This design comes from an exercise in tuning for small area and a short achievable clock period on the open sky130 flow, not from production work. At most, simulation tests tie the RTL to the original design; equivalence was not proved. For runs 1 to 6 and 9, only the layout was checked, not whether the RTL still works. Power figures rest on the tool's default switching activity, not on a simulated workload.

[design.v]
module pfx_add #(parameter N = 23) (a, b, cin, s, cout);
  input  [N-1:0] a;
  input  [N-1:0] b;
  input          cin;
  output [N-1:0] s;
  output         cout;
  localparam L = $clog2(N);
  wire [N-1:0] p = a ^ b;
  wire [N-1:0] g [0:L];
  wire [N-1:0] t [0:L];
  assign g[0] = (a & b) | {{(N-1){1'b0}}, p[0] & cin};
  assign t[0] = p;
  genvar l, i;
  generate
    for (l = 0; l < L; l = l + 1) begin : lev
      for (i = 0; i < N; i = i + 1) begin : bt
        if ((i >> l) & 1) begin : cmb
          localparam integer J = ((i >> l) << l) - 1;
          assign g[l+1][i] = g[l][i] | (t[l][i] & g[l][J]);
          assign t[l+1][i] = t[l][i] & t[l][J];
        end else begin : pas
          assign g[l+1][i] = g[l][i];
          assign t[l+1][i] = t[l][i];
        end
      end
    end
  endgenerate
  assign s    = p ^ {g[L][N-2:0], cin};
  assign cout = g[L][N-1];
endmodule
module fp_adder (clk, rst, A, B, res);
  input clk;
  input rst;
  input [31:0] A;
  input [31:0] B;
  output reg [31:0] res;
  wire [7:0] eA = A[30:23];
  wire [7:0] eB = B[30:23];
  wire [7:0] ep = eA ^ ~eB;
  wire [7:0] eg [0:3];
  wire [7:0] et [0:3];
  assign eg[0] = eA & ~eB;
  assign et[0] = ep;
  genvar l, i;
  generate
    for (l = 0; l < 3; l = l + 1) begin : elev
      for (i = 0; i < 8; i = i + 1) begin : ebit
        if ((i >> l) & 1) begin : cmb
          localparam integer J = ((i >> l) << l) - 1;
          assign eg[l+1][i] = eg[l][i] | (et[l][i] & eg[l][J]);
          assign et[l+1][i] = et[l][i] & et[l][J];
        end else begin : pas
          assign eg[l+1][i] = eg[l][i];
          assign et[l+1][i] = et[l][i];
        end
      end
    end
  endgenerate
  wire       gt   = eg[3][7];
  wire [7:0] d_ab = ep ^ {eg[3][6:0] | et[3][6:0], 1'b1};
  wire [7:0] d_ba = ~(ep ^ {eg[3][6:0], 1'b0});
  wire [7:0] d    = gt ? d_ab : d_ba;
  reg  [22:0] l1;      
  reg  [22:0] m1;      
  reg  [4:0]  d1;      
  reg         big1;    
  reg  [7:0]  e1;      
  reg         s1;      
  reg         sub1;    
  always @(posedge clk) begin
    l1   <= gt ? A[22:0] : B[22:0];
    m1   <= gt ? B[22:0] : A[22:0];
    d1   <= d[4:0];
    big1 <= |d[7:5];
    e1   <= gt ? eA : eB;
    s1   <= gt ? A[31] : B[31];
    sub1 <= A[31] ^ B[31];
  end
  wire [22:0] sh   = big1 ? 23'd0 : (m1 >> d1);
  wire        d0   = (d1 == 5'd0) & ~big1;
  wire        lnz  = |l1;
  wire        mnz  = |m1;
  wire        e255 = &e1;
  wire        nan  = e255 & (lnz | (d0 & mnz));
  wire        z    = (e1 == 8'd0) & ~lnz;
  reg  [22:0] l2;
  reg  [22:0] m2;
  reg  [7:0]  e2;
  reg         s2;
  reg         sub2;
  always @(posedge clk) begin
    l2   <= e255 ? 23'd0 : l1;
    m2   <= e255 ? {22'd0, nan | (d0 & sub1)} : sh;
    e2   <= e1;
    s2   <= nan ? 1'b0 : s1 ^ (d0 & sub1 & (e255 | (z & mnz)));
    sub2 <= sub1 & ~e255 & ~z;
  end
  wire [22:0] sum;
  wire        cout;
  pfx_add #(23) add (.a(l2), .b(m2 ^ {23{sub2}}), .cin(sub2), .s(sum), .cout(cout));
  reg  [23:0] S3;
  reg  [7:0]  e3;
  reg         s3;
  always @(posedge clk) begin
    S3 <= {cout ^ sub2, sum};
    e3 <= e2;
    s3 <= s2;
  end
  wire [7:0]  einc;
  genvar k;
  generate
    for (k = 0; k < 8; k = k + 1) begin : inc
      if (k == 0) begin : b0
        assign einc[0] = ~e3[0];
      end else begin : bk
        assign einc[k] = e3[k] ^ (&e3[k-1:0]);
      end
    end
  endgenerate
  wire [7:0]  eo  = S3[23] ? einc : e3;
  wire [22:0] fo  = S3[23] ? S3[23:1] : S3[22:0];
  wire        clr = S3[23] ? (e3 == 8'd127) : (e3 == 8'd128);
  always @(posedge clk or negedge rst) begin
    if (!rst)
      res <= 32'd0;
    else
      res <= {s3, eo, clr ? 23'd0 : fo};
  end
endmodule
[flow/run.sh]
#!/bin/bash
# Standard layout, but adders left to ABC instead of the full/half adder cells.
export ADDER_MAP_FILE=
bash standard.sh > standard.log 2>&1
[standard.sh]
#!/bin/bash
# synth_recipe.tcl (not shown) runs the flow's synth.tcl, then flattens the netlist and writes it again
# the make line also repeats each setting of config.mk as NAME=value (left out here)
make -C /OpenROAD-flow-scripts/flow DESIGN_CONFIG=/design/flow/config.mk WORK_HOME=/design/flow/orfs CLKGATE_MAP_FILE= SYNTH_SCRIPT=/design/flow/synth_recipe.tcl "${@:-finish}"
[config.mk]
export PLATFORM = sky130hd
export DESIGN_NAME = fp_adder
export DESIGN_NICKNAME = fp_adder
export VERILOG_FILES = /design/flow/design.v
export SDC_FILE = /design/flow/constraint.sdc
export NUM_CORES = 4
export LEC_CHECK = 0
export ABC_AREA = 1
export CAP_MARGIN = 20
export CORE_MARGIN = 2
export CORE_UTILIZATION = 40
export SLEW_MARGIN = 20
[constraint.sdc]
create_clock -name core_clock -period 5.0 [get_ports {clk}]
set_input_delay 1.0000 -clock core_clock [delete_from_list [all_inputs] [get_ports {clk}]]
set_output_delay 1.0000 -clock core_clock [all_outputs]
set_load 0.01 [all_outputs]
==> impl_metrics.toml, run 1 <==
[status]
outcome = "no timing/DRC/antenna violations"

[timing]
fmax_ghz = 0.3363
maxSlewViolCount = 0
timing.final.ws_setup_ns = 2.027
finalHoldViolations = 0
rsz0062_at_grt = "no"
fin_skew_ns = 0.01156
finalSetupViolCount = 0
fin_tns_setup_ns = 0
period_minus_slack_ns = 2.973
slew_headroom_pct = 35.86
fin_crit_sh_pct = 59.47
worst_pin_slew_ns = 0.9608

[run]
max_cap_violations = 0

[clock_tree]
clkTransAtPathRegs_ns = 0.07
postCtsHoldBufs = 0
cts.sinks = 183
cts_tree = "built"
cts_root_buf = "clkbuf_16"
cts-resized-gates = 0
post_cts_buffers = 0
numCtsBuffers = 17
clock_latency_ns = 0.42
h-tree-depth = 4
clockBufferDepth = 2

[die]
die-height_um = 148.9
ioPinCount = 98
start_util_pct = 41.10
core_region_area_um2 = 20430
num_rows = 52
die_area_um2 = 22160
die_x_um = 148.9

[drt]
drt-initial-drc-count = 529
antenna_left = 0
vias_per_cell = 4.478
dr.pass1.iters = 6
vias = 6973
wl_per_cell_um = 11.14
drcViolationCount = 0
wl_mm = 17.35

[layout]
post-route-util_pct = 49.53
syn_to_final_growth_pct = 20.54
mostFrequentLayoutCells = "nand2_1, inv_1, dfxtp_1"
antennaDiodeCount = 0
drive_gt1_share_pct = 5.594
final_common_cell = "nand2_1"
fin_nets = 1340
fillers = 2040
fin_area_um2 = 10120

[logic_synthesis]
synth-adder-area-share_pct = 0
yosysSeqAreaShare_pct = 45.54
yosys_warnings = 2
synthTopCellsByArea = "dfxtp_1, nand2_1, dfrtp_1"
netlist_area_um2 = 8396
synth-simple-area-share_pct = 27.66
ys_types = 43
synth_cells = 1192
ys_ff_latch = 183
synth_fp_nets = 1258
synth_top_area_share_pct = 36.01
syn_area_per_cell_um2 = 7.043
synth_top_family_by_area = "simple AND/OR/NAND/NOR gates"
synth_mux_area_share_pct = 0.4769
yosys.area_share.xor_xnor_pct = 3.949
synth-compound-area-share_pct = 12.35
yosys.area.top_type = "dfxtp_1"

[placed_design]
dpl_cell_area_um2 = 9554
port_buffers = 97
place.gp.congestion = 0.9013
place_ws_ns = 1.591
dp_hpwl_mm = 13.55

[critical_path]
r2r_start = "e1[0]"
crit_path_start_kind = "input pin"
crit_chain = "clkdlybuf4s50_1, inv_1, nand2_1, nand2_1, o21ai_1, nand2_1, nand2_2, nand3_1, nand2_2, buf_4, nand2_1, nand2_1, nand2_1, nand2_1, nand3_1"
critPathMostFrequentCell = "nand2_1"
crit_arrival_ns = 3.28
worstSetupPathType = "in -> reg"
cp-end-kind = "register"
crit_fanout = 68
crit_required_ns = 5.31
cp_slowest_stage_delay_ns = 0.48
r2r-end = "m2[13]"
slowest_stage = "clkdlybuf4s50_1"
rrSetupSlack_ns = 2.24
r2r_cells = 11

[global_route]
track_usage_pct = 16.56
gr-total-overflow = 0
antenna_found_initial = 0
grt_max_degree = 69
first_global_vias = 6327
grt_pass1_wl_mm = 29.74

[power]
power.leakage_nw = 4.836
ir_drop_mv = 0.2251
power_density_nw_per_um2 = 448.9

[hold_path]
hold_depth = 0
min-delay-start = "e2[5]"
holdPathEnd = "e3[5]"
hp-class = "reg -> reg"
## routing by layer
layer / up-vias / routed length, µm / GRT usage [%]
met3: 14 / 693 / 3.242
met2: 149 / 7749 / 26.39
met4: 0 / 130 / 4.095
met5: - / 0 / 0
met1: 2939 / 8772 / 23.21
li1: 3871 / - / -
## power breakdown
| part | switching, mW | internal [mW] |
|---|---|---|
| combinational | 0.725 | 0.569 |
| clock | 0.587 | 0.700 |
| sequential | 0.172 | 1.79 |
## worst max path at each step
stage / from / end / slack (ns) / cells after the start
5_1_grt: B[24] / big1 / 1.71 / 15
4_1_cts: B[24] / big1 / 2.04 / 15
3_3_place_gp: B[24] / big1 / 1.65 / 15
6_report: B[24] / big1 / 2.03 / 15
3_5_place_dp: B[24] / big1 / 1.59 / 15
2_1_floorplan: B[29] / d1[4] / 2.64 / 10
## flip-flops by register name (all words and copies together) (netlist names), 5 cells and up
name	flops
e3	8
l1	23
m2	23
e1	8
S3	24
d1	5
res	32
e2	8
l2	23
m1	23
## Yosys cell counts
cell type,instances
nor2_2,7
o211ai_1,4
nand2_2,5
nand3_2,1
nand3b_1,7
a21oi_1,46
nor3_1,5
nor2_1,104
buf_1,1
xor2_2,1
a211o_1,1
buf_12,1
dfrtp_1,32
buf_4,1
buf_2,8
clkinv_1,1
mux2i_1,4
inv_1,165
xnor2_1,10
nand2b_1,1
a31oi_1,6
nand4_1,11
nand3_1,44
xor2_1,26
buf_6,3
clkbuf_1,26
nor4_1,3
o21ai_1,4
o31ai_1,1
o21a_1,4
a211oi_1,2
a41oi_1,2
dfxtp_1,151
o22ai_1,2
a21boi_1,2
a21o_1,1
o21ai_0,113
or2_2,10
nand2_4,2
a21boi_0,3
nand2_1,365
inv_2,4
a21oi_2,2
## cells by family (layout without fill, tap and decap cells)
| kind of cell | count (synthesis) | after routing |
|---|---|---|
| simple gates | 565 | 565 |
| buf+inv | 210 | 305 |
| compound gates | 193 | 193 |
| flops | 183 | 183 |
| xor+xnor | 37 | 37 |
| mux | 4 | 4 |
## stage by stage
step / std cells / total power, mW / hold slack, ns
global route: 1557 / 4.881 / 0.3310
CTS: 1557 / 4.587 / 0.3259
floorplan: 1192 / 2.825 / 0.3096
detailed placement: 1525 / 3.293 / 0.3121
global placement: 1525 / 3.284 / 0.3100
finish: 1557 / 4.542 / 0.3279
## critical path: cells and delay by family
kind | cells | cell delay, ns
AO/OA/AOI/OAI | 1 | 0.25
AND/OR/NAND/NOR | 11 | 1.02
buffers and inverters | 3 | 0.99
## final cells by class
type	count	area [µm²]	area share (%)
clock inverter	15	140.1	1.385
clock buffer	17	425.4	4.204
timing repair buffer	103	1016	10.04
sequential	183	3824	37.78
multi-input combinational	799	3739	36.94
tap	270	337.8	3.338
inverter	170	638.1	6.306
==> run 2, diff against run 1 <==
--- a/config.mk
+++ b/config.mk
@@ -9,4 +9,5 @@
 export CAP_MARGIN = 20
 export CORE_MARGIN = 2
-export CORE_UTILIZATION = 40
+export CORE_UTILIZATION = 55
+export SETUP_SLACK_MARGIN = 2.8
 export SLEW_MARGIN = 20
==> run 2 against run 1 <==
Net effect:
- flip-flop and latch count stayed put
- non-clock buffer count increased by 25
- clock skew is 0.0028 ns lower
- count of clock-buffer cells in the layout increased by 5
- utilization rose by 21 points
- critical path depth unchanged
- first-iteration DRC count decreased by 6.2%
- final cell count fell by 3.7%
- worst setup slack improved by 0.75 ns
- register-to-register slack improved by 0.69 ns
==> impl_metrics.toml, run 2 <==
[timing]
hold_ws_ns = 0.3250
finalSetupViolCount = 0
fin_tns_setup_ns = 0
timing.final.ws_setup_ns = 2.776
slew_headroom_pct = 55.56
maxSlewViolCount = 0
worst_pin_slew_ns = 0.6659
fin_crit_sh_pct = 44.48
fmax_ghz = 0.4497
rsz0062_at_grt = "yes"
fin_skew_ns = 0.008801
finalHoldViolations = 0
period_minus_slack_ns = 2.224

[hold_path]
hp-class = "reg -> reg"

[placed_design]
port_buffers = 97
dp_hpwl_mm = 12.89
place.gp.congestion = 0.9525
place_ws_ns = 1.651

[run]
max_cap_violations = 0

[global_route]
grt_max_degree = 44
gr-total-overflow = 0
antenna_found_initial = 1
first_global_vias = 6613
track_usage_pct = 22.98
grt_pass1_wl_mm = 30.42

[layout]
antennaDiodeCount = 0
top_regs = "res (32), S3 (24)"
final_common_cell = "nand2_1"
fin_nets = 1365
largest_reg_flops = 32
mostFrequentLayoutCells = "nand2_1, inv_1, dfxtp_1"
fillers = 1260
post-route-util_pct = 70.30
top_register = "res"
drive_gt1_share_pct = 11.89
syn_to_final_growth_pct = 25.89

[clock_tree]
cts_tree = "built"
postCtsHoldBufs = 0
numCtsBuffers = 17
cts.sinks = 183
clockBufferDepth = 2
cts_root_buf = "clkbuf_16"
h-tree-depth = 4
clkTransAtPathRegs_ns = 0.07
clock_latency_ns = 0.43

[logic_synthesis]
async_reset_ff_share_pct = 17.49
yosys.area.top_type = "dfxtp_1"
yosys_warnings = 2
synth_cells = 1192
synth.most_common_cell = "nand2_1"
netlist_area_um2 = 8396
syn_area_per_cell_um2 = 7.043
ys_types = 43
synth_common_cells = "nand2_1, inv_1, dfxtp_1"
synth_fp_nets = 1258
synth_top_area_share_pct = 36.01
ys_ff_latch = 183
synth-edff-count = 0
synth_flop_cell = "dfxtp_1"
synthTopCellsByArea = "dfxtp_1, nand2_1, dfrtp_1"
yosysSeqAreaShare_pct = 45.54

[drt]
antenna_left = 0
vias = 7272
wl_per_cell_um = 12.21
drcViolationCount = 0
drt-initial-drc-count = 496
vias_per_cell = 4.848
wl_mm = 18.31
dr.pass1.iters = 6

[critical_path]
r2r_start = "d1[3]"
r2r-end = "s2"
worstSetupPathType = "in -> reg"
crit_fanout = 4
crit_arrival_ns = 2.54
r2r_cells = 10
crit_path_start_kind = "input pin"
cp-end-kind = "register"
timing.critical_path.to = "big1"
crit_required_ns = 5.32
startpoint = "B[23]"
rrSetupSlack_ns = 2.93

[die]
core_region_area_um2 = 15030
die_x_um = 127.6
num_rows = 45
start_util_pct = 55.85
die_area_um2 = 16270
ioPinCount = 98
die-height_um = 127.6

[status]
outcome = "no timing/DRC/antenna violations"

[power]
power.leakage_nw = 5.140
ir_drop_mv = 0.2564
power_density_nw_per_um2 = 433.4
[run 2: cell types whose count changed in the layout (fill, tap and decap cells not counted), moves of 15 or more]
cell,before,now
buf_4,6,21
clkdlybuf4s50_1,97,49
dlygate4sd2_1,0,38
nand2_1,364,348
[run 2: cells by family after synthesis]
family                 share of synthesized area [%]
AO/OA/AOI/OAI                                  12.35
flip-flops                                     45.54
AND/OR/NAND/NOR                                27.66
multiplexers                                  0.4769
XOR/XNOR                                       3.949
buffers and inverters                          10.01
[run 2: what timing repair did]
item | CTS | global route
gates resized for setup | 89 | 58
pin swaps | 16 | 19
setup buffers | 15 | 5
cloned | 3 | 2
endpoints found under the setup margin | 144 | 87
[run 2: how the worst min path moves through the flow]
stage          startpoint  endpoint  slack [ns]  cells after the start
3_5_place_dp        e2[1]     e3[1]        0.31                      0
6_report               s3   res[31]        0.33                      0
5_1_grt             e2[6]     e3[6]        0.34                      0
3_3_place_gp           s2        s3        0.31                      0
2_1_floorplan       e2[0]     e3[0]        0.31                      0
4_1_cts                s3   res[31]        0.32                      0
[run 2: area by class of cell]
| cell class | count | area (µm²) | share of cell area, % |
|---|---|---|---|
| Multi-Input combinational cell | 799 | 3976 | 37.62 |
| Clock buffer | 22 | 495.5 | 4.688 |
| Sequential cell | 183 | 3830 | 36.24 |
| Timing Repair Buffer | 128 | 1295 | 12.25 |
| Inverter | 170 | 655.6 | 6.203 |
| Clock inverter | 10 | 81.33 | 0.7695 |
| Tap cell | 188 | 235.2 | 2.226 |
[run 2: metal layers]
metal	wire, µm	vias to the layer above	global-route usage (%)
li1	-	3930	-
met1	8663	3109	30.79
met2	8464	202	37.37
met3	848	29	4.941
met4	319	2	7.111
met5	13	-	0
[run 2: power by group]
part | internal (mW) | leakage (nW) | total, mW | switching (mW)
Sequential | 1.79 | 1.65 | 1.96 | 0.174
Combinational | 0.563 | 3.21 | 1.34 | 0.774
Clock | 0.714 | 0.280 | 1.28 | 0.565
Total | 3.07 | 5.14 | 4.58 | 1.51
[run 2: worst max-delay path, stage by stage]
cell and delay [ns]:
dlygate4sd2_1 0.25, inv_2 0.08, nor2_1 0.06, inv_1 0.05, nand2_1 0.06, nor2_1 0.14
nand2_1 0.14, nor2_4 0.17, nand2_1 0.09, nand2_1 0.11, nand2_2 0.07, nand2_1 0.06
nand2_1 0.05, nand2_1 0.11, nand3_2 0.09
[run 2: through the flow]
stage	cells	power [mW]	area, µm²
floorplan	1192	2.837	8491
global placement	1443	3.267	9532
detailed placement	1443	3.292	9532
CTS	1493	4.554	10390
global route	1500	4.875	10570
finish	1500	4.581	10570
==> run 3, diff against run 2 <==
--- a/config.mk
+++ b/config.mk
@@ -10,4 +10,4 @@
 export CORE_MARGIN = 2
 export CORE_UTILIZATION = 55
-export SETUP_SLACK_MARGIN = 2.8
+export SETUP_SLACK_MARGIN = 3.0
 export SLEW_MARGIN = 20
==> run 3 against run 2 <==
Net effect:
- synthesized cell count unchanged
- via count rose by 10%
- utilization is 5.9 points higher
- total power is 6.8% higher
- clock skew increased by 0.0048 ns
- sequential share of layout area shrank 2.7 points
- non-clock buffer count rose by 46
- hold slack improved by 0.00052 ns
- worst setup slack better by 0.048 ns
- register-to-register slack better by 0.11 ns
- critical path type unchanged
- largest cell class unchanged
==> impl_metrics.toml, run 3 <==
[critical_path]
cp-end-kind = "register"
worstSetupPathType = "in -> reg"
crit_arrival_ns = 2.50
crit_path_start_kind = "input pin"
crit_fanout = 4
crit_required_ns = 5.32

[layout]
largest_reg_flops = 32
regArea_um2 = 3837
top_regs = "res (32), S3 (24)"
top_register = "res"
multiInputGateArea_um2 = 4360
final_common_cell = "nand2_1"
fillers = 1060
drive_gt1_share_pct = 24.49
antennaDiodeCount = 0
syn_to_final_growth_pct = 36.36
fin_area_um2 = 11450
fin_nets = 1413
mostFrequentLayoutCells = "nand2_1, dfxtp_1, inv_1"

[die]
die-height_um = 127.6
num_rows = 45
core_region_area_um2 = 15030
die_x_um = 127.6
ioPinCount = 98
die_area_um2 = 16270
start_util_pct = 55.85

[logic_synthesis]
synthTopCellsByArea = "dfxtp_1, nand2_1, dfrtp_1"
yosys.area.top_type = "dfxtp_1"
yosys_warnings = 2
netlist_area_um2 = 8396
synth_flop_cell = "dfxtp_1"
yosysSeqAreaShare_pct = 45.54
async_reset_ff_share_pct = 17.49
ys_types = 43
synth-edff-count = 0
synth.most_common_cell = "nand2_1"
synth_fp_nets = 1258
synth_top_area_share_pct = 36.01
ys_ff_latch = 183
synth_cells = 1192
syn_area_per_cell_um2 = 7.043
synth_common_cells = "nand2_1, inv_1, dfxtp_1"

[drt]
met2_wirelength_mm = 11.25
top_layer = "met4"
vias = 8021
wl_met1_mm = 9.865
wl_mm = 23.02
wl_met3_mm = 1.072
dr.pass1.iters = 5
wl_per_cell_um = 14.87
drt-initial-drc-count = 588
drcViolationCount = 0
vias_per_cell = 5.182
antenna_left = 0

[placed_design]
place_ws_ns = 1.455
place.gp.congestion = 0.9026
dpl_cell_area_um2 = 9547
port_buffers = 97
dp_hpwl_mm = 12.99

[clock_tree]
clockBufferDepth = 2
clock_latency_ns = 0.43
cts_tree = "built"
clkTransAtPathRegs_ns = 0.08
postCtsHoldBufs = 0
cts.sinks = 183
numCtsBuffers = 17
h-tree-depth = 4
cts_root_buf = "clkbuf_16"

[global_route]
grt_pass1_wl_mm = 32.76
track_usage_pct = 25.01
gr-total-overflow = 0
grt_max_degree = 44
antenna_found_initial = 0
first_global_vias = 6975

[timing]
rsz0062_at_grt = "yes"
maxSlewViolCount = 0
finalSetupViolCount = 0
fin_skew_ns = 0.01357
fmax_ghz = 0.4595
fin_tns_setup_ns = 0
finalHoldViolations = 0
timing.final.ws_setup_ns = 2.824
worst_pin_slew_ns = 0.4840
hold_ws_ns = 0.3256
period_minus_slack_ns = 2.176
fin_crit_sh_pct = 43.52
slew_headroom_pct = 67.39

[power]
swShare_pct = 34.07
ir_drop_mv = 0.2648
power_frac_seq_pct = 40.6
power.leakage_nw = 5.513
p_sw_mw = 1.667
power_density_nw_per_um2 = 427.4
internal-power_mw = 3.226
power_mw = 4.893
clkPwrFrac_pct = 27.9
combPwrFrac_pct = 31.5

[hold_path]
hp-class = "reg -> reg"

[status]
outcome = "no timing/DRC/antenna violations"

[run]
max_cap_violations = 0
## run 3: logic make-up after synthesis
kind of cell           count (synthesis)  synth area share [%]
XOR/XNOR                              37                 3.949
AND/OR/NAND/NOR                      565                 27.66
AO/OA/AOI/OAI                        193                 12.35
flip-flops                           183                 45.54
multiplexers                           4                0.4769
buffers and inverters                210                 10.01
## run 3: critical path: stages
cell      delay [ns]
buf_6           0.11
xor2_4          0.22
nor2_2          0.07
nor2_2          0.17
nand2_4         0.11
buf_6           0.14
a21oi_4         0.19
nand2_2         0.10
nand2_4         0.08
nand3b_1        0.12
nand2_2         0.11
nand3_2         0.07
## run 3: metal layers
metal / track usage (%) / up-vias
li1: - / 4035
met1: 32.53 / 3613
met2: 41.68 / 302
met3: 4.732 / 71
met4: 9.050 / 0
met5: 0 / -
## run 3: area by class of cell
class / count / share of cell area [%]
clock inverters: 13 / 1.486
clock buffers: 19 / 3.781
repair buffers: 174 / 14.79
inverters: 170 / 6.197
well taps: 188 / 2.055
multi-input cells: 799 / 38.09
flip-flops and latches: 183 / 33.52
repair inverters: 2 / 0.08743
## run 3: per-stage QoR
stage,instances,util [%]
finish,1548,76.15
global route,1548,76.15
CTS,1520,71.24
detailed placement,1442,63.50
global placement,1442,63.50
floorplan,1192,-
## run 3: path summary, 6_finish.rpt
kind / slack, ns / start / cells past startpoint / to
min in group asynchronous: 0.96 / rst / 2 / res[25]
min: 0.33 / s3 / 0 / res[31]
max: 2.82 / B[26] / 12 / big1
max in group asynchronous: 3.75 / rst / 2 / res[9]
min reg2reg: 0.33 / s3 / 0 / res[31]
max reg2reg: 3.04 / sub2 / 14 / S3[19]
## run 3: power groups by stage
| stage | combinational, mW | sequential [mW] | clock (mW) |
|---|---|---|---|
| 2_1_floorplan | 0.856 | 1.99 | 0 |
| 3_3_place_gp | 1.28 | 1.99 | 0 |
| 3_5_place_dp | 1.30 | 2.01 | 0 |
| 4_1_cts | 1.33 | 1.98 | 1.37 |
| 5_1_grt | 1.70 | 2.02 | 1.44 |
| 6_report | 1.54 | 1.99 | 1.37 |
## run 3: timing repair
item / CTS / global route
setup buffers: 40 / 21
resized for setup: 278 / 172
cloned: 6 / 7
pin swaps: 32 / 42
setup endpoints to repair: 158 / 121
==> run 4, diff against run 3 <==
==> run.sh (new file) <==
#!/bin/bash
# synth_recipe.tcl (not shown) runs the flow's synth.tcl, then flattens the netlist and writes it again
# the make line also repeats each setting of config.mk as NAME=value (left out here)
make -C /OpenROAD-flow-scripts/flow DESIGN_CONFIG=/design/flow/config.mk WORK_HOME=/design/flow/orfs CLKGATE_MAP_FILE= SYNTH_SCRIPT=/design/flow/synth_recipe.tcl finish
--- a/config.mk
+++ b/config.mk
@@ -9,5 +9,4 @@
 export CAP_MARGIN = 20
 export CORE_MARGIN = 2
-export CORE_UTILIZATION = 55
-export SETUP_SLACK_MARGIN = 3.0
+export CORE_UTILIZATION = 40
 export SLEW_MARGIN = 20
removed: flow/run.sh
removed: standard.sh
==> run 4 against run 3 <==
Net effect:
- still clean
- final cell count decreased by 5.0%
- non-clock buffer count is 72 lower
- hold slack better by 0.00064 ns
- synthesized cell count shrank 7.5%
- combinational power shrank about 10%
- die area rose by 36%
- via count fell by 18%
- utilization is 26 points lower
- area after synthesis down 0.22%
- worst setup slack worse by 1.1 ns
- clock power is 4% higher
- critical path type unchanged
- largest cell class unchanged
- highest routed layer unchanged
==> impl_metrics.toml, run 4 <==
[status]
outcome = "no timing/DRC/antenna violations"

[placed_design]
place.gp.congestion = 0.8982
dpl_cell_area_um2 = 9519
port_buffers = 97
dp_hpwl_mm = 13.32
dp.cells = 1438

[clock_tree]
numCtsBuffers = 17
cts.sinks = 183
cts_tree = "built"
clock_latency_ns = 0.43
post_cts_buffers = 0
postCtsHoldBufs = 0
h-tree-depth = 4
clkTransAtPathRegs_ns = 0.06
cts-resized-gates = 0
cts_root_buf = "clkbuf_16"
clockBufferDepth = 2

[logic_synthesis]
synth.most_common_cell = "nand2_1"
yosysSeqAreaShare_pct = 45.65
syn_area_per_cell_um2 = 7.595
yosys_warnings = 2
synthTopCellsByArea = "dfxtp_1, nand2_1, dfrtp_1"
ys_ff_latch = 183
async_reset_ff_share_pct = 17.49
synth_top_area_share_pct = 36.09
synth_flop_cell = "dfxtp_1"
netlist_area_um2 = 8377
ys_types = 46
synth-edff-count = 0
synth_fp_nets = 1210
yosys.area.top_type = "dfxtp_1"
synth_common_cells = "nand2_1, dfxtp_1, inv_1"
synth_cells = 1103

[timing]
maxSlewViolCount = 0
fin_skew_ns = 0.007020
finalSetupViolCount = 0
slew_headroom_pct = 40.84
period_minus_slack_ns = 3.289
fmax_ghz = 0.3040
rsz0062_at_grt = "no"
worst_pin_slew_ns = 0.8862
fin_crit_sh_pct = 65.79
fin_tns_setup_ns = 0
finalHoldViolations = 0

[global_route]
antenna_found_initial = 0
track_usage_pct = 16.16
grt_max_degree = 74
gr-total-overflow = 0
first_global_vias = 5966
grt_pass1_wl_mm = 28.56

[die]
core_region_area_um2 = 20360
ioPinCount = 98
die-height_um = 148.7
num_rows = 52
start_util_pct = 41.13
die_area_um2 = 22120
die_x_um = 148.7

[layout]
fillers = 1991
mostFrequentLayoutCells = "nand2_1, dfxtp_1, inv_1"
fin_nets = 1294
final_cells = 1470
antennaDiodeCount = 0
top_regs = "res (32), S3 (24)"
top_register = "res"
final_common_cell = "nand2_1"
syn_to_final_growth_pct = 21.28
largest_reg_flops = 32
drive_gt1_share_pct = 4.750
fin_area_um2 = 10160

[critical_path]
crit_required_ns = 5.30
cp-end-kind = "register"
crit_arrival_ns = 3.59
crit_fanout = 73
crit_path_start_kind = "input pin"
rrSetupSlack_ns = 2.06
worstSetupPathType = "in -> reg"

[power]
p_sw_mw = 1.501
clkPwrFrac_pct = 29.7
combPwrFrac_pct = 28.8
internal-power_mw = 3.307
swShare_pct = 31.23
power.leakage_nw = 4.882
ir_drop_mv = 0.2405
power_density_nw_per_um2 = 473.2
power_frac_seq_pct = 41.5
power_mw = 4.808

[drt]
wl_mm = 16.97
vias = 6578
drt-initial-drc-count = 355
antenna_left = 0
dr.pass1.iters = 4
drcViolationCount = 0
vias_per_cell = 4.475
wl_per_cell_um = 11.54

[hold_path]
hp-class = "reg -> reg"

[run]
max_cap_violations = 0
[run 4: changes by cell type in the layout (fill, tap and decap cells not counted), sizes merged, moves of 5 or more]
cell           change
clkinv             -6
and2               +5
nand3b             -7
a31oi              -5
buf              -114
fa                 +8
nor2              -13
inv               -31
clkdlybuf4s50     +48
nand4             -10
o21ai             -20
ha                +33
nand2             -32
or2                -7
[run 4: cell families (layout without fill, tap and decap cells)]
group / after synthesis / count (layout) / share of synthesized area [%]
buf+inv: 172 / 269 / 8.514
compound gates: 163 / 163 / 10.47
fa+ha+maj: 41 / 41 / 6.841
flops: 183 / 183 / 45.65
mux: 2 / 2 / 0.2390
simple gates: 501 / 501 / 24.00
xor+xnor: 41 / 41 / 4.287
[run 4: cell type report]
type                    instances  area (µm²)  share of cell area, %
inverters                     135       509.2                  5.012
multi-input cells             748        3840                  37.80
clock buffers                  22       474.2                  4.668
flip-flops and latches        183        3824                  37.64
clock inverters                10       166.4                  1.638
well taps                     270       337.8                  3.325
repair buffers                102        1008                  9.926
[run 4: stage by stage]
stage / util [%] / setup slack [ns] / hold WS, ns
finish: 49.89 / 1.711 / 0.3262
global route: 49.89 / 1.461 / 0.3306
CTS: 49.89 / 1.708 / 0.3243
detailed placement: 46.74 / 1.241 / 0.3135
global placement: 46.74 / 1.337 / 0.3109
floorplan: - / 2.164 / 0.3096
[run 4: routing by layer]
metal | vias to the layer above | GRT usage, % | part of all wire (%)
li1 | 3610 | - | -
met1 | 2821 | 23.13 | 52
met2 | 129 | 24.75 | 43
met3 | 18 | 2.883 | 3.9
met4 | 0 | 5.381 | 1.6
met5 | - | 0 | 0
[run 4: power groups by stage]
stage / combinational, mW / sequential (mW) / clock (mW)
2_1_floorplan: 0.887 / 2.02 / 0
3_5_place_dp: 1.39 / 2.03 / 0
3_3_place_gp: 1.37 / 2.03 / 0
5_1_grt: 1.59 / 2.04 / 1.52
6_report: 1.38 / 2.00 / 1.43
4_1_cts: 1.40 / 2.00 / 1.46
[run 4: worst paths after layout]
| kind | from | endpoint | depth (start not counted) |
|---|---|---|---|
| max | B[23] | m1[10] | 11 |
| min | e2[6] | e3[6] | 0 |
| max reg2reg | sub2 | S3[16] | 10 |
| min reg2reg | e2[6] | e3[6] | 0 |
| max in group asynchronous | rst | res[29] | 2 |
| min in group asynchronous | rst | res[7] | 2 |
[run 4: worst max-delay path: stages]
cell and delay (ns):
clkdlybuf4s50_1 0.48, inv_1 0.05, ha_1 0.19, fa_1 0.42, inv_1 0.13, o21ai_4 0.10, nand2_2 0.09, nand2_4 0.33
inv_2 0.24, buf_4 0.38, o21ai_0 0.14
==> run 5, diff against run 4 <==
==> flow/run.sh (new file) <==
#!/bin/bash
# Standard layout with two changes: adders are left to ABC instead of the
# full/half adder cells, and the port buffers are buf_2 instead of delay cells.
export ADDER_MAP_FILE=
export BUFFER_PORTS_ARGS="-buffer_cell sky130_fd_sc_hd__buf_2"
bash standard.sh > standard.log 2>&1
==> standard.sh (new file) <==
#!/bin/bash
# synth_recipe.tcl (not shown) runs the flow's synth.tcl, then flattens the netlist and writes it again
# the make line also repeats each setting of config.mk as NAME=value (left out here)
make -C /OpenROAD-flow-scripts/flow DESIGN_CONFIG=/design/flow/config.mk WORK_HOME=/design/flow/orfs CLKGATE_MAP_FILE= SYNTH_SCRIPT=/design/flow/synth_recipe.tcl "${@:-finish}"
--- a/config.mk
+++ b/config.mk
@@ -9,4 +9,5 @@
 export CAP_MARGIN = 20
 export CORE_MARGIN = 2
-export CORE_UTILIZATION = 40
+export CORE_UTILIZATION = 55
+export SETUP_SLACK_MARGIN = 3.3
 export SLEW_MARGIN = 20
removed: run.sh
==> run 5 against run 4 <==
Net effect:
- final area is 16% higher
- combinational power is about 30% higher
- register-to-register slack better by 0.94 ns
- sequential power about the same
- count of clock-buffer cells in the layout is 1 lower
- global-route usage is 9.6 points higher
- utilization rose by 28 points
- clock power fell by 8%
- critical path depth up 1
- largest cell class unchanged
- largest power group unchanged
- highest routed layer unchanged
==> impl_metrics.toml, run 5 <==
[timing]
hold_ws_ns = 0.3265
worst_pin_slew_ns = 0.6589
fin_skew_ns = 0.01261
fin_crit_sh_pct = 42.92
maxSlewViolCount = 0
fmax_ghz = 0.4660
finalHoldViolations = 0
timing.final.ws_setup_ns = 2.854
finalSetupViolCount = 0
fin_tns_setup_ns = 0
period_minus_slack_ns = 2.146
rsz0062_at_grt = "yes"
slew_headroom_pct = 56.07

[logic_synthesis]
synth-edff-count = 0
syn_area_per_cell_um2 = 7.043
yosys.area.top_type = "dfxtp_1"
ys_types = 43
synth_cells = 1192
ys_ff_latch = 183
synth_top_area_share_pct = 36.01
async_reset_ff_share_pct = 17.49
yosysSeqAreaShare_pct = 45.54
synth_fp_nets = 1258
synthTopCellsByArea = "dfxtp_1, nand2_1, dfrtp_1"
netlist_area_um2 = 8396
synth_common_cells = "nand2_1, inv_1, dfxtp_1"
synth_flop_cell = "dfxtp_1"
synth.most_common_cell = "nand2_1"
yosys_warnings = 2

[critical_path]
crit_fanout = 5
slowest_stage = "a21oi_4"
startpoint = "B[28]"
cp_slowest_stage_delay_ns = 0.24
worstSetupPathType = "in -> reg"
rrSetupSlack_ns = 3.00
r2r-end = "S3[19]"
cp-end-kind = "register"
r2r_cells = 13
crit_required_ns = 5.32
timing.critical_path.to = "d1[4]"
crit_path_start_kind = "input pin"
crit_arrival_ns = 2.46
crit_chain = "buf_8, inv_2, nor2_4, nor2_4, a21oi_4, inv_2, a21oi_4, nand2_8, buf_12, o21ai_1, o21ai_1, xor2_1"
r2r_start = "sub2"

[global_route]
antenna_found_initial = 0
track_usage_pct = 25.79
gr-total-overflow = 0
first_global_vias = 6960
grt_pass1_wl_mm = 33.36
grt_max_degree = 33

[layout]
mostFrequentLayoutCells = "nand2_1, dfxtp_1, inv_1"
final_common_cell = "nand2_1"
largest_reg_flops = 32
syn_to_final_growth_pct = 40.13
top_register = "res"
drive_gt1_share_pct = 33.75
final_cells = 1557
antennaDiodeCount = 0
top_regs = "res (32), S3 (24)"
fin_nets = 1423

[clock_tree]
cts_tree = "built"
clockBufferDepth = 2
cts_root_buf = "clkbuf_16"
cts.sinks = 183
clkTransAtPathRegs_ns = 0.06
clock_latency_ns = 0.43
h-tree-depth = 4
numCtsBuffers = 17

[power]
power.leakage_nw = 5.736
ir_drop_mv = 0.2724
power_density_nw_per_um2 = 432.2

[placed_design]
place_ws_ns = 2.116
dp_hpwl_mm = 12.75
place.gp.congestion = 0.9039
dp.cells = 1441
port_buffers = 97

[die]
ioPinCount = 98
die_x_um = 127.6
core_region_area_um2 = 15030
die-height_um = 127.6
num_rows = 45
die_area_um2 = 16270
start_util_pct = 55.85

[drt]
vias = 8104
drt-initial-drc-count = 511
drcViolationCount = 0
vias_per_cell = 5.205
wl_mm = 23.71
dr.pass1.iters = 8
antenna_left = 0
wl_per_cell_um = 15.23

[hold_path]
hp-class = "reg -> reg"

[run]
max_cap_violations = 0

[status]
outcome = "no timing/DRC/antenna violations"
==> run 5: worst min-delay path by stage <==
| stage | slack [ns] | endpoint | start | cells past startpoint |
|---|---|---|---|---|
| floorplan | 0.31 | e3[0] | e2[0] | 0 |
| global route | 0.33 | e3[0] | e2[0] | 0 |
| detailed placement | 0.31 | e3[0] | e2[0] | 0 |
| finish | 0.33 | e3[7] | e2[7] | 0 |
| CTS | 0.33 | e3[0] | e2[0] | 0 |
| global placement | 0.31 | e3[6] | e2[6] | 0 |
==> run 5: worst max-delay path: cells and delay by family <==
kind	cells	cell delay, ns
xor gates and xnor gates	1	0.15
and+or+nand+nor	3	0.33
buffers and inverters	4	0.37
AOI/OAI and AO/OA	4	0.60
==> run 5: logic make-up (layout without fill, tap and decap cells) <==
family	after synthesis	count (layout)	synth area share [%]
AOI/OAI and AO/OA	193	193	12.35
muxes	4	4	0.4769
DFF	183	183	45.54
buffers and inverters	210	387	10.01
xor gates and xnor gates	37	37	3.949
and+or+nand+nor	565	565	27.66
==> run 5: power by group <==
part / switching, mW / total, mW / internal (mW) / leakage (nW)
Combinational: 1.02 / 1.79 / 0.763 / 3.81
Sequential: 0.189 / 1.98 / 1.79 / 1.65
Clock: 0.560 / 1.32 / 0.756 / 0.278
==> run 5: per-stage QoR <==
stage	cell area [µm²]	utilization (%)	power (mW)
6_report	11770	78.26	5.085
5_1_grt	11770	78.26	5.353
4_1_cts	10840	72.09	4.749
3_5_place_dp	9055	60.23	3.155
3_3_place_gp	9055	60.23	3.141
2_1_floorplan	8523	-	2.842
==> run 5: area by class of cell <==
cell class | count | area (µm²)
multi-input cells | 799 | 4712
flip-flops and latches | 183 | 3841
fillers | 996 | 3268
repair buffers | 184 | 1673
inverters | 170 | 708.2
clock buffers | 21 | 493.0
well taps | 188 | 235.2
clock inverters | 10 | 92.59
repair inverters | 2 | 10.01
==> run 5: timing repair <==
action,in CTS,in global routing
gates cloned,12,4
pin swaps,53,61
setup endpoints to repair,165,159
hold buffers,0,0
hold endpoints to repair,0,0
resized for setup,186,208
buffers inserted,40,29
==> run 5: routing by layer <==
metal	vias up	part of all wire (%)	global-route usage, %
met4	0	5.0	11.96
met5	-	0	0
li1	4062	-	-
met3	89	4.8	4.523
met1	3633	42	32.83
met2	320	48	42.78
==> run 6, diff against run 5 <==
--- a/config.mk
+++ b/config.mk
@@ -10,4 +10,4 @@
 export CORE_MARGIN = 2
 export CORE_UTILIZATION = 55
-export SETUP_SLACK_MARGIN = 3.3
+export SETUP_SLACK_MARGIN = 3.0
 export SLEW_MARGIN = 20
==> run 6 against run 5 <==
Net effect:
- still clean on timing, DRC and antenna
- critical path depth is 1 higher
- flip-flop and latch count stayed put
- final cell count is 2.2% lower
- clock power hardly changed
- sequential share of layout area is 2.7 points higher
- register-to-register slack better by 0.09 ns
==> impl_metrics.toml, run 6 <==
[drt]
drcViolationCount = 0
wl_per_cell_um = 13.41
wl_mm = 20.42
vias = 7603
antenna_left = 0
drt-initial-drc-count = 467
dr.pass1.iters = 5
vias_per_cell = 4.992

[critical_path]
cp-end-kind = "register"
worstSetupPathType = "in -> reg"
cp_slowest_stage_delay_ns = 0.16
crit_fanout = 7
slowest_stage = "buf_12"
crit_path_start_kind = "input pin"
critPathMostFrequentCell = "inv_2"
crit_required_ns = 5.35
crit_arrival_ns = 2.44
crit_chain = "buf_2, inv_2, nand2_1, inv_2, nor2_4, nand2_2, inv_4, nand3_4, nand2_8, clkinv_8, buf_12, o21ai_2, xor2_1"

[clock_tree]
h-tree-depth = 4
numCtsBuffers = 17
cts_tree = "built"
clkTransAtPathRegs_ns = 0.07
clock_latency_ns = 0.42
clockBufferDepth = 2
cts.sinks = 183
cts_root_buf = "clkbuf_16"

[layout]
final_cells = 1523
fillers = 1218
syn_to_final_growth_pct = 29.24
drive_gt1_share_pct = 24.57
top_regs = "res (32), S3 (24)"
fin_nets = 1389
mostFrequentLayoutCells = "nand2_1, dfxtp_1, inv_1"
largest_reg_flops = 32
antennaDiodeCount = 0
fin_area_um2 = 10850
final_common_cell = "nand2_1"
post-route-util_pct = 72.18
top_register = "res"

[logic_synthesis]
synth_cells = 1192
ys_types = 43
synth-edff-count = 0
yosysSeqAreaShare_pct = 45.54
synth.most_common_cell = "nand2_1"
syn_area_per_cell_um2 = 7.043
synth_top_area_share_pct = 36.01
yosys.area.top_type = "dfxtp_1"
ys_ff_latch = 183
async_reset_ff_share_pct = 17.49
yosys_warnings = 2
synth_common_cells = "nand2_1, inv_1, dfxtp_1"
synthTopCellsByArea = "dfxtp_1, nand2_1, dfrtp_1"
synth_flop_cell = "dfxtp_1"
netlist_area_um2 = 8396
synth_fp_nets = 1258

[power]
power_density_nw_per_um2 = 438.7
swShare_pct = 33.08
power_mw = 4.760
combPwrFrac_pct = 30.5
internal-power_mw = 3.186
clkPwrFrac_pct = 28.0
power.leakage_nw = 5.328
p_sw_mw = 1.574
power_frac_seq_pct = 41.5
ir_drop_mv = 0.2590

[global_route]
grt_pass1_wl_mm = 29.83
track_usage_pct = 22.83
antenna_found_initial = 0
grt_max_degree = 44
first_global_vias = 6381
gr-total-overflow = 0

[placed_design]
place_ws_ns = 2.090
dpl_cell_area_um2 = 9061
dp.cells = 1442
dp_hpwl_mm = 12.84
place.gp.congestion = 0.9086
port_buffers = 97

[timing]
maxSlewViolCount = 0
slew_headroom_pct = 56.03
period_minus_slack_ns = 2.093
finalSetupViolCount = 0
finalHoldViolations = 0
worst_pin_slew_ns = 0.6596
timing.final.ws_setup_ns = 2.907
hold_ws_ns = 0.3257
rsz0062_at_grt = "yes"
fmax_ghz = 0.4778
fin_tns_setup_ns = 0
fin_skew_ns = 0.01068
fin_crit_sh_pct = 41.86

[die]
core_region_area_um2 = 15030
die-height_um = 127.6
die_x_um = 127.6
start_util_pct = 55.85
ioPinCount = 98
num_rows = 45
die_area_um2 = 16270

[run]
max_cap_violations = 0

[hold_path]
hp-class = "reg -> reg"

[status]
outcome = "no timing/DRC/antenna violations"
[run 6: cell count changes in the layout (fill, tap and decap cells not counted), sizes merged]
cell      delta
clkbuf       +5
clkinvlp     -2
inv          +1
clkinv       -2
buf         -37
bufinv       +1
[run 6: layout make-up]
class	instances	area [µm²]	share of cell area, %
clock inverters	9	113.9	1.049
inverters	170	699.4	6.446
multi-input cells	799	4197	38.68
well taps	188	235.2	2.168
clock buffers	22	485.5	4.474
flip-flops and latches	183	3834	35.33
repair buffers	151	1281	11.81
repair inverters	1	5.005	0.04613
[run 6: power by group through the flow]
stage	Sequential, mW	Clock [mW]	Combinational (mW)
after floorplan	1.99	0	0.856
after global placement	1.98	0	1.16
after detailed placement	1.99	0	1.17
after CTS	1.97	1.35	1.26
after global routing	2.01	1.41	1.62
final	1.98	1.33	1.45
[run 6: logic make-up after synthesis]
| group | Yosys count | synth area share [%] |
|---|---|---|
| xor gates and xnor gates | 37 | 3.949 |
| AOI/OAI and AO/OA | 193 | 12.35 |
| buffers and inverters | 210 | 10.01 |
| muxes | 4 | 0.4769 |
| and+or+nand+nor | 565 | 27.66 |
| DFF | 183 | 45.54 |
[run 6: final timing paths]
path | from | end | slack, ns | cells after the start
worst max-delay path | B[27] | d1[2] | 2.91 | 13
worst min-delay path | e2[4] | e3[4] | 0.33 | 0
worst max register to register | sub2 | S3[23] | 3.09 | 14
worst min register to register | e2[4] | e3[4] | 0.33 | 0
max in group asynchronous | rst | res[12] | 3.96 | 1
min in group asynchronous | rst | res[24] | 0.61 | 1
[run 6: what timing repair did]
item | CTS | global route
pin swaps | 9 | 33
cloned | 7 | 9
resized for setup | 44 | 153
setup buffers | 9 | 25
endpoints found under the setup margin | 126 | 105
hold buffers | 0 | 0
[run 6: per-layer routing]
metal / vias to the layer above / GRT usage [%] / wire length [µm] / part of all wire [%]
met5: - / 0 / 0 / 0
met4: 0 / 7.304 / 527 / 2.6
met3: 40 / 5.151 / 1014 / 5.0
met2: 214 / 36.55 / 9659 / 47
met1: 3369 / 30.81 / 9215 / 45
li1: 3980 / - / - / -
[run 6: worst max-delay path: cells and delay by family]
kind | cells | cell delay, ns
xor+xnor | 1 | 0.16
compound gates | 1 | 0.13
buf+inv | 6 | 0.57
simple gates | 5 | 0.57
==> run 7, diff against run 6 <==
--- a/design.v
+++ b/design.v
@@ -5,5 +5,5 @@
   output [N-1:0] s;
   output         cout;
-  localparam L = $clog2(N);
+  localparam L = (N > 16) ? 5 : (N > 8) ? 4 : (N > 4) ? 3 : (N > 2) ? 2 : 1;
   wire [N-1:0] p = a ^ b;
   wire [N-1:0] g [0:L];
--- a/config.mk
+++ b/config.mk
@@ -10,4 +10,6 @@
 export CORE_MARGIN = 2
 export CORE_UTILIZATION = 55
+export CTS_BUF_LIST = sky130_fd_sc_hd__clkbuf_8
+export CTS_CLUSTER_SIZE = 40
 export SETUP_SLACK_MARGIN = 3.0
 export SLEW_MARGIN = 20
==> run 7 against run 6 <==
Net effect:
- via count fell by 2.1%
- still clean
- die area unchanged
- fmax down 0.28%
- largest cell class unchanged
==> impl_metrics.toml, run 7 <==
[timing]
rsz0062_at_grt = "yes"
hold_ws_ns = 0.3298
slew_headroom_pct = 55.94
fmax_ghz = 0.4764
period_minus_slack_ns = 2.099
fin_tns_setup_ns = 0
fin_skew_ns = 0.01344
finalSetupViolCount = 0
worst_pin_slew_ns = 0.6609
finalHoldViolations = 0
fin_crit_sh_pct = 41.98
maxSlewViolCount = 0

[critical_path]
crit_family = "buffers and inverters"
path_buf_inv = 6
r2r-end = "S3[23]"
slowest_stage = "a21oi_4"
crit_path_start_kind = "input pin"
worstSetupPathType = "in -> reg"
crit_chain = "buf_6, inv_4, nor2_4, nor2_4, a21oi_2, inv_2, a21oi_4, nand2_4, buf_6, buf_16, buf_4, nand2_1, o21ai_0"
path_depth = 13
rrSetupSlack_ns = 3.04
r2r_start = "sub2"
cp_slowest_stage_delay_ns = 0.19
r2r_cells = 12
crit_arrival_ns = 2.43
crit_required_ns = 5.33
cp-end-kind = "register"
crit_fanout = 5

[drt]
vias = 7440
dr.pass1.iters = 6
drcViolationCount = 0
vias_per_cell = 4.908
wl_per_cell_um = 12.58
antenna_left = 0
wl_mm = 19.07
drt-initial-drc-count = 378

[logic_synthesis]
netlist_area_um2 = 8396
syn_area_per_cell_um2 = 7.043
synth_top_family_by_area = "simple AND/OR/NAND/NOR gates"
synth-adder-area-share_pct = 0
yosys_warnings = 2
ys_ff_latch = 183
synth_cells = 1192
synth_fp_nets = 1258
synth_mux_area_share_pct = 0.4769
ys_types = 43
synth_common_cells = "nand2_1, inv_1, dfxtp_1"
synth-edff-count = 0
synth.most_common_cell = "nand2_1"
synth_flop_cell = "dfxtp_1"
yosys.area_share.xor_xnor_pct = 3.949
yosys.area.top_type = "dfxtp_1"
yosysSeqAreaShare_pct = 45.54
synth-simple-area-share_pct = 27.66
synth_top_area_share_pct = 36.01
async_reset_ff_share_pct = 17.49
synthTopCellsByArea = "dfxtp_1, nand2_1, dfrtp_1"
synth-compound-area-share_pct = 12.35

[global_route]
use_met2_pct = 35.80
antenna_found_initial = 0
grt_max_degree = 44
use_met1_pct = 30.50
grt_pass1_wl_mm = 29.01
busiest_layer = "met2"
track_usage_pct = 22.19
use_met3_pct = 3.559
gr-total-overflow = 0
first_global_vias = 6180

[layout]
drive_gt1_share_pct = 24.85
final_common_cell = "nand2_1"
top_register = "res"
fin_nets = 1382
largest_reg_flops = 32
fin_area_um2 = 10550
antennaDiodeCount = 0
syn_to_final_growth_pct = 25.63
fillers = 1241
top_regs = "res (32), S3 (24)"
mostFrequentLayoutCells = "nand2_1, dfxtp_1, inv_1"

[die]
num_rows = 45
die_x_um = 127.6
core_region_area_um2 = 15030
die-height_um = 127.6
ioPinCount = 98
die_area_um2 = 16270
start_util_pct = 55.85

[power]
swShare_pct = 34.59
p_sw_mw = 1.531
internal-power_mw = 2.895
power_frac_seq_pct = 44.6
power.leakage_nw = 5.191
combPwrFrac_pct = 32.4
clkPwrFrac_pct = 23.0
ir_drop_mv = 0.1819
power_density_nw_per_um2 = 419.6

[clock_tree]
clockBufferDepth = 2
h-tree-depth = 4
clkTransAtPathRegs_ns = 0.08
clock_latency_ns = 0.46
cts.sinks = 183
cts_tree = "built"
cts_root_buf = "clkbuf_8"
postCtsHoldBufs = 0
numCtsBuffers = 17

[status]
outcome = "no timing/DRC/antenna violations"

[hold_path]
hold_depth = 0
min-delay-start = "e2[4]"
holdPathEnd = "e3[4]"
hp-class = "reg -> reg"

[placed_design]
port_buffers = 97
place.gp.congestion = 0.9086
dp_hpwl_mm = 12.84
dpl_cell_area_um2 = 9061

[run]
max_cap_violations = 0
==> run 7: per-stage QoR <==
stage	worst slack, ns	total power [mW]	utilization, %	std cells
floorplan	2.817	2.841	-	1192
global placement	2.156	3.143	60.27	1442
detailed placement	2.090	3.158	60.27	1442
CTS	3.000	4.251	65.25	1486
global route	2.869	4.708	70.16	1516
finish	2.901	4.426	70.16	1516
==> run 7: worst max-delay path by stage <==
stage	start	end
final	B[28]	e1[1]
after global routing	sub2	S3[18]
after CTS	res[30]	res[30]
after detailed placement	B[24]	d1[4]
after global placement	B[24]	big1
after floorplan	A[28]	d1[4]
==> run 7: worst reg2reg max path, stage by stage, from the launching register on <==
cell      delay (ns)
dfxtp_4         0.39
buf_12          0.13
buf_16          0.14
buf_12          0.14
xnor2_2         0.17
nand2b_4        0.15
nand2_1         0.10
inv_2           0.11
nand2_1         0.09
o21ai_4         0.19
a21oi_1         0.10
nand3_1         0.09
nand2_1         0.06
==> run 7: final cells by class <==
class                      count  area, µm²  share of cell area (%)
sequential                   183       3834                   36.35
timing repair inverter         1      5.005                 0.04745
multi-input combinational    799       4254                   40.33
timing repair buffer         144       1111                   10.53
inverter                     170      695.7                   6.596
tap                          188      235.2                   2.230
clock inverter                12      151.4                   1.435
clock buffer                  19      261.5                   2.479
==> run 7: kinds of logic (layout without fill, tap and decap cells) <==
group / Yosys count / count (layout)
AO/OA/AOI/OAI: 193 / 193
XOR/XNOR: 37 / 37
buffers and inverters: 210 / 346
flip-flops: 183 / 183
multiplexers: 4 / 4
AND/OR/NAND/NOR: 565 / 565
==> run 7: timing repair <==
action                     4_1_cts  5_1_grt
pin swaps                        5       39
cloned                           6        2
gates resized for setup         36      148
setup endpoints to repair      127      102
buffers inserted                 7       28
==> run 7: power by group through the flow <==
stage / Clock, mW / Combinational, mW / Sequential [mW]
after floorplan: 0 / 0.856 / 1.99
after global placement: 0 / 1.16 / 1.98
after detailed placement: 0 / 1.17 / 1.99
after CTS: 1.04 / 1.25 / 1.97
after global routing: 1.09 / 1.60 / 2.01
final: 1.02 / 1.43 / 1.97
==> run 7: routing by layer <==
metal  up-vias  wire length [µm]
li1       3958                 -
met1      3244              8822
met2       214              9079
met3        24               858
met4         0               308
met5         -                 0
==> run 8, diff against run 7 <==
--- a/config.mk
+++ b/config.mk
@@ -12,4 +12,4 @@
 export CTS_BUF_LIST = sky130_fd_sc_hd__clkbuf_8
 export CTS_CLUSTER_SIZE = 40
-export SETUP_SLACK_MARGIN = 3.0
+export SETUP_SLACK_MARGIN = 2.9
 export SLEW_MARGIN = 20
==> run 8 against run 7 <==
Net effect:
- critical endpoint is now l1[19]
- count of clock-buffer cells in the layout is 2 lower
- sequential share of layout area increased by 2.1 points
- combinational power down about 10%
- hold slack worse by 0.0086 ns
- critical path depth is 3 lower
- fmax grew 0.29%
- register-to-register slack hardly changed
- sequential power is essentially flat
- utilization fell by 3.9 points
- flip-flop and latch count stayed put
- still clean
- first-iteration DRC count increased by 8.7%
- synthesized cell count unchanged
==> impl_metrics.toml, run 8 <==
[status]
outcome = "no timing/DRC/antenna violations"

[power]
ir_drop_mv = 0.1856
power.leakage_nw = 4.984
power_mw = 4.323
power_density_nw_per_um2 = 434.0

[clock_tree]
cts.sinks = 183
clock_latency_ns = 0.47
numCtsBuffers = 17
cts_root_buf = "clkbuf_8"
clockBufferDepth = 2
clkTransAtPathRegs_ns = 0.09
h-tree-depth = 4
cts_tree = "built"

[die]
start_util_pct = 55.85
die_x_um = 127.6
die-height_um = 127.6
num_rows = 45
ioPinCount = 98
core_region_area_um2 = 15030
die_area_um2 = 16270

[critical_path]
crit_fanout = 6
rrSetupSlack_ns = 3.04
crit_required_ns = 5.36
cp-end-kind = "register"
r2r_start = "sub2"
crit_path_start_kind = "input pin"
r2r-end = "S3[23]"
timing.critical_path.to = "l1[19]"
worstSetupPathType = "in -> reg"
r2r_cells = 14
crit_arrival_ns = 2.46
startpoint = "B[28]"

[layout]
syn_to_final_growth_pct = 18.63
fillers = 1324
fin_nets = 1364
final_common_cell = "nand2_1"
drive_gt1_share_pct = 18.17
regArea_um2 = 3834
mostFrequentLayoutCells = "nand2_1, inv_1, dfxtp_1"
antennaDiodeCount = 0
top_regs = "res (32), S3 (24)"
top_register = "res"
multiInputGateArea_um2 = 3936
largest_reg_flops = 32

[logic_synthesis]
async_reset_ff_share_pct = 17.49
ys_types = 43
synth_flop_cell = "dfxtp_1"
synthTopCellsByArea = "dfxtp_1, nand2_1, dfrtp_1"
synth-edff-count = 0
yosys_warnings = 2
synth_cells = 1192
synth.most_common_cell = "nand2_1"
syn_area_per_cell_um2 = 7.043
yosys.area.top_type = "dfxtp_1"
ys_ff_latch = 183
synth_top_area_share_pct = 36.01
synth_common_cells = "nand2_1, inv_1, dfxtp_1"
netlist_area_um2 = 8396
yosysSeqAreaShare_pct = 45.54
synth_fp_nets = 1258

[global_route]
grt_max_degree = 53
first_global_vias = 6179
track_usage_pct = 21.89
antenna_found_initial = 0
grt_pass1_wl_mm = 28.70
gr-total-overflow = 0

[placed_design]
port_buffers = 97
dp_hpwl_mm = 12.77
place.gp.congestion = 0.9394

[drt]
vias = 7228
dr.pass1.iters = 5
antenna_left = 0
drcViolationCount = 0
drt-initial-drc-count = 411
wl_per_cell_um = 11.92
vias_per_cell = 4.825
wl_mm = 17.86

[run]
max_cap_violations = 0

[timing]
maxSlewViolCount = 0
fin_crit_sh_pct = 41.86
fmax_ghz = 0.4778
fin_skew_ns = 0.01266
rsz0062_at_grt = "yes"
worst_pin_slew_ns = 0.6633
finalHoldViolations = 0
slew_headroom_pct = 55.78
finalSetupViolCount = 0
fin_tns_setup_ns = 0
period_minus_slack_ns = 2.093

[hold_path]
hp-class = "reg -> reg"
-- run 8: cell counts after synthesis --
Identical to the previous run, type by type.
-- run 8: cells by family after synthesis --
| group | Yosys count | synth area share, % |
|---|---|---|
| xor gates and xnor gates | 37 | 3.949 |
| muxes | 4 | 0.4769 |
| and+or+nand+nor | 565 | 27.66 |
| AOI/OAI and AO/OA | 193 | 12.35 |
| DFF | 183 | 45.54 |
| buffers and inverters | 210 | 10.01 |
-- run 8: worst max-delay path, cell delays in order --
cell	delay, ns
buf_2	0.13
nor2_4	0.13
nor2_2	0.07
a21oi_2	0.15
inv_2	0.07
a21oi_4	0.22
nand2_8	0.12
buf_12	0.15
buf_4	0.16
o21ai_0	0.25
-- run 8: layout make-up --
type / instances / area share, %
Clock buffer: 17 / 2.349
Clock inverter: 14 / 1.997
Inverter: 170 / 6.935
Multi-Input combinational cell: 799 / 39.52
Sequential cell: 183 / 38.49
Tap cell: 188 / 2.362
Timing Repair Buffer: 125 / 8.204
Timing Repair inverter: 2 / 0.1382
-- run 8: worst min-delay path by stage --
stage	from	endpoint	slack (ns)	depth (start not counted)
after global placement	e2[0]	e3[0]	0.31	0
after CTS	s2	s3	0.32	0
after floorplan	e2[0]	e3[0]	0.31	0
final	s2	s3	0.32	0
after detailed placement	e2[0]	e3[0]	0.31	0
after global routing	s2	s3	0.32	0
-- run 8: repair_timing --
item	CTS	global route
buffers inserted	1	19
resized for setup	25	32
endpoints found under the setup margin	124	78
cloned	2	4
pin swaps	1	12
hold buffers	0	0
-- run 8: routing by layer --
layer | vias up | wire [µm] | track usage [%]
li1 | 3922 | - | -
met4 | 0 | 376 | 8.662
met3 | 25 | 657 | 4.816
met2 | 170 | 7942 | 33.25
met1 | 3111 | 8880 | 30.47
met5 | - | 0 | 0
-- run 8: per-stage QoR --
stage | hold WS, ns | cells | utilization, % | worst slack, ns | instance area, µm²
after floorplan | 0.3096 | 1192 | - | 2.817 | 8529
after global placement | 0.3123 | 1441 | 60.27 | 1.810 | 9061
after detailed placement | 0.3121 | 1441 | 60.27 | 2.000 | 9061
after CTS | 0.3214 | 1475 | 64.16 | 2.885 | 9646
after global routing | 0.3233 | 1498 | 66.25 | 2.835 | 9960
final | 0.3211 | 1498 | 66.25 | 2.907 | 9960
-- run 8: where the power goes --
group | internal [mW] | leakage [nW] | switching [mW]
Sequential | 1.79 | 1.65 | 0.178
Combinational | 0.509 | 3.12 | 0.775
Clock | 0.548 | 0.216 | 0.523
Total | 2.85 | 4.98 | 1.48
==> run 9, diff against run 8 <==
--- a/design.v
+++ b/design.v
@@ -61,5 +61,5 @@
   wire [7:0] d_ba = ~(ep ^ {eg[3][6:0], 1'b0});
   wire [7:0] d    = gt ? d_ab : d_ba;
-  reg  [22:0] l1;      
+  reg  [22:0] x1;      
   reg  [22:0] m1;      
   reg  [4:0]  d1;      
@@ -69,5 +69,5 @@
   reg         sub1;    
   always @(posedge clk) begin
-    l1   <= gt ? A[22:0] : B[22:0];
+    x1   <= A[22:0] ^ B[22:0];
     m1   <= gt ? B[22:0] : A[22:0];
     d1   <= d[4:0];
@@ -77,4 +77,5 @@
     sub1 <= A[31] ^ B[31];
   end
+  wire [22:0] l1   = m1 ^ x1;
   wire [22:0] sh   = big1 ? 23'd0 : (m1 >> d1);
   wire        d0   = (d1 == 5'd0) & ~big1;
--- a/config.mk
+++ b/config.mk
@@ -12,4 +12,4 @@
 export CTS_BUF_LIST = sky130_fd_sc_hd__clkbuf_8
 export CTS_CLUSTER_SIZE = 40
-export SETUP_SLACK_MARGIN = 2.9
+export SETUP_SLACK_MARGIN = 3.0
 export SLEW_MARGIN = 20
==> run 9 against run 8 <==
Net effect:
- global-route usage down 0.85 points
- area after synthesis grew 2.3%
- synthesized cell count grew 0.34%
- highest routed layer unchanged
- non-clock buffer count fell by 6
- combinational power up 19%
- largest power group unchanged
- first-iteration DRC count is 9.5% lower
- die area rose by 2.2%
- critical endpoint is now res[17]
- clock power fell by 11%
- largest cell class unchanged
- count of clock-buffer cells in the layout increased by 1
==> impl_metrics.toml, run 9 <==
[critical_path]
startpoint = "res[17]"
path_depth = 1
crit_required_ns = 4.00
r2r_cells = 13
timing.critical_path.to = "res[17]"
crit_fanout = 1
slowest_stage = "dfrtp_1"
crit_path_start_kind = "register"
worstSetupPathType = "reg -> out"
cp_slowest_stage_delay_ns = 0.37
r2r-end = "S3[16]"
r2r_start = "sub2"
path_buf_inv = 1
crit_chain = "buf_2"
crit_family = "flip-flops"
cp-end-kind = "primary output"
crit_arrival_ns = 0.98
rrSetupSlack_ns = 3.05

[layout]
final_cells = 1529
fillers = 1352
drive_gt1_share_pct = 19.73
top_regs = "res (32), S3 (24)"
antennaDiodeCount = 0
largest_reg_flops = 32
top_register = "res"
post-route-util_pct = 66.42
syn_to_final_growth_pct = 18.01
final_common_cell = "nand2_1"
fin_nets = 1371
mostFrequentLayoutCells = "nand2_1, dfxtp_1, inv_1"

[clock_tree]
postCtsHoldBufs = 0
cts_tree = "built"
cts_root_buf = "clkbuf_8"
numCtsBuffers = 17
cts.sinks = 183
clkTransAtPathRegs_ns = 0.10
h-tree-depth = 4
clock_latency_ns = 0.48
clockBufferDepth = 2

[run]
max_cap_violations = 0

[logic_synthesis]
synth_common_cells = "nand2_1, dfxtp_1, inv_1"
synthTopCellsByArea = "dfxtp_1, nand2_1, dfrtp_1"
synth_flop_cell = "dfxtp_1"
synth_top_area_share_pct = 35.20
syn_area_per_cell_um2 = 7.181
synth.most_common_cell = "nand2_1"
synth-edff-count = 0
yosys_warnings = 2
ys_types = 49
yosys.area.top_type = "dfxtp_1"
ys_ff_latch = 183
synth_cells = 1196
async_reset_ff_share_pct = 17.49
netlist_area_um2 = 8588
synth_fp_nets = 1262
yosysSeqAreaShare_pct = 44.52

[placed_design]
port_buffers = 97
place.gp.congestion = 0.9803
place_ws_ns = 1.501
dp.cells = 1473
dp_hpwl_mm = 12.91

[timing]
worst_pin_slew_ns = 0.6507
slew_headroom_pct = 56.62
timing.final.ws_setup_ns = 3.015
finalSetupViolCount = 0
fmax_ghz = 0.5039
period_minus_slack_ns = 1.985
maxSlewViolCount = 0
fin_crit_sh_pct = 39.69
fin_skew_ns = 0.01842
rsz0062_at_grt = "yes"
hold_ws_ns = 0.3330
finalHoldViolations = 0
fin_tns_setup_ns = 0

[drt]
wl_mm = 17.78
drt-initial-drc-count = 372
dr.pass1.iters = 5
drcViolationCount = 0
antenna_left = 0
vias = 7173
vias_per_cell = 4.691
wl_per_cell_um = 11.63

[die]
start_util_pct = 56.29
core_region_area_um2 = 15260
die-height_um = 129.0
die_x_um = 129.0
die_area_um2 = 16630
ioPinCount = 98
num_rows = 45

[power]
ir_drop_mv = 0.1795
power_density_nw_per_um2 = 445.1
power.leakage_nw = 5.048

[global_route]
grt_pass1_wl_mm = 28.03
track_usage_pct = 21.04
grt_max_degree = 42
gr-total-overflow = 0
antenna_found_initial = 0
first_global_vias = 6063

[status]
outcome = "no timing/DRC/antenna violations"

[hold_path]
hp-class = "reg -> reg"
## run 9: changes by cell type after synthesis, moves of 5 or more
cell,previous run,this run
buf_2,8,3
clkbuf_1,26,19
inv_1,165,142
nand2_1,365,397
nor2_1,104,113
o21ai_0,113,55
or2_2,10,2
xnor2_1,10,28
xor2_1,26,51
## run 9: cell type report
cell class                      instances  area, µm²  share of cell area, %
Multi-Input combinational cell        834       4299                  42.42
Clock inverter                         14      122.6                  1.210
Tap cell                              211      264.0                  2.605
Timing Repair Buffer                  119      735.7                  7.259
Clock buffer                           18      247.7                  2.444
Timing Repair inverter                  2      10.01                0.09877
Sequential cell                       183       3841                  37.90
Inverter                              148      614.3                  6.062
## run 9: how the worst min path moves through the flow
stage	from	end	slack [ns]	cells past startpoint
2_1_floorplan	e2[0]	e3[0]	0.31	0
3_3_place_gp	s2	s3	0.31	0
3_5_place_dp	e2[0]	e3[0]	0.31	0
4_1_cts	s3	res[31]	0.33	0
5_1_grt	s3	res[31]	0.33	0
6_report	s3	res[31]	0.33	0
## run 9: metal layers
layer / part of all wire (%) / global-route usage (%)
met5: 0 / 0
met4: 2.1 / 7.801
met3: 3.4 / 4.033
met2: 44 / 31.90
met1: 50 / 29.89
## run 9: report_power, final
group          total, mW  switching [mW]  internal [mW]
registers           2.04           0.212           1.83
logic               1.52           0.914          0.609
clock network      0.948           0.569          0.379
total               4.51            1.70           2.82
## run 9: logic make-up after synthesis
family,after synthesis,share of synthesized area (%)
simple gates,611,29.14
flops,183,44.52
buf+inv,181,8.727
compound gates,135,8.669
xor+xnor,80,8.246
mux,6,0.6993
## run 9: timing repair
action	4_1_cts	5_1_grt
gates resized for setup	23	98
endpoints found under the setup margin	82	85
buffers inserted	2	17
pin swaps	3	24
gates cloned	3	2
## run 9: worst register-to-register path, delay by kind of cell, from the launching register on
family / cells / cell delay (ns)
buffers and inverters: 3 / 0.44
flip-flops: 1 / 0.37
AO/OA/AOI/OAI: 1 / 0.17
AND/OR/NAND/NOR: 8 / 0.75
XOR/XNOR: 1 / 0.13
## run 9: metrics by stage
step	area, µm²	total power, mW
after floorplan	8676	3.085
after global placement	9236	3.430
after detailed placement	9236	3.447
after CTS	9717	4.406
after global routing	10130	4.836
final	10130	4.511

## static timing again, ports no longer ideal
The results above use ideal ports. As a check the final layouts listed here were re-extracted and re-timed, cells and wires unchanged. Step 1, drivers: a clkbuf_16 drives clk and a buf_2 each remaining input, both assumed. Step 2, shift: input delay + t, output delay - t, t = (earliest + latest rising clock arrival at the registers) / 2. This alone moves slack from input paths to output paths. a / b / c = ideal ports / drivers / drivers and shift; a / b = the first two.
run | t, ns | setup slack, ns | hold slack, ns | clock arrival spread, ns
run 1 | 0.460 | 2.027 / 2.040 / 1.580 | 0.328 / 0.328 / 0.328 | 0.013 / 0.012
run 2 | 0.469 | 2.776 / 2.801 / 2.332 | 0.325 / 0.325 / 0.325 | 0.011 / 0.011
run 3 | 0.467 | 2.824 / 2.834 / 2.368 | 0.326 / 0.326 / 0.326 | 0.015 / 0.015
run 4 | 0.470 | 1.711 / 1.732 / 1.263 | 0.326 / 0.326 / 0.326 | 0.007 / 0.007
run 5 | 0.473 | 2.854 / 2.847 / 2.375 | 0.326 / 0.326 / 0.326 | 0.013 / 0.013
run 6 | 0.465 | 2.907 / 2.885 / 2.421 | 0.326 / 0.326 / 0.326 | 0.011 / 0.011
run 7 | 0.500 | 2.901 / 2.882 / 2.382 | 0.330 / 0.330 / 0.330 | 0.015 / 0.014
run 8 | 0.502 | 2.907 / 2.926 / 2.424 | 0.321 / 0.321 / 0.321 | 0.014 / 0.014
run 9 | 0.511 | 3.015 / 2.975 / 2.509 | 0.333 / 0.333 / 0.333 | 0.018 / 0.018
After both steps setup and hold are still met in every run listed. The setup slack of run 7, which loses most, moves by -0.019 ns with the drivers and by -0.519 ns with both steps.
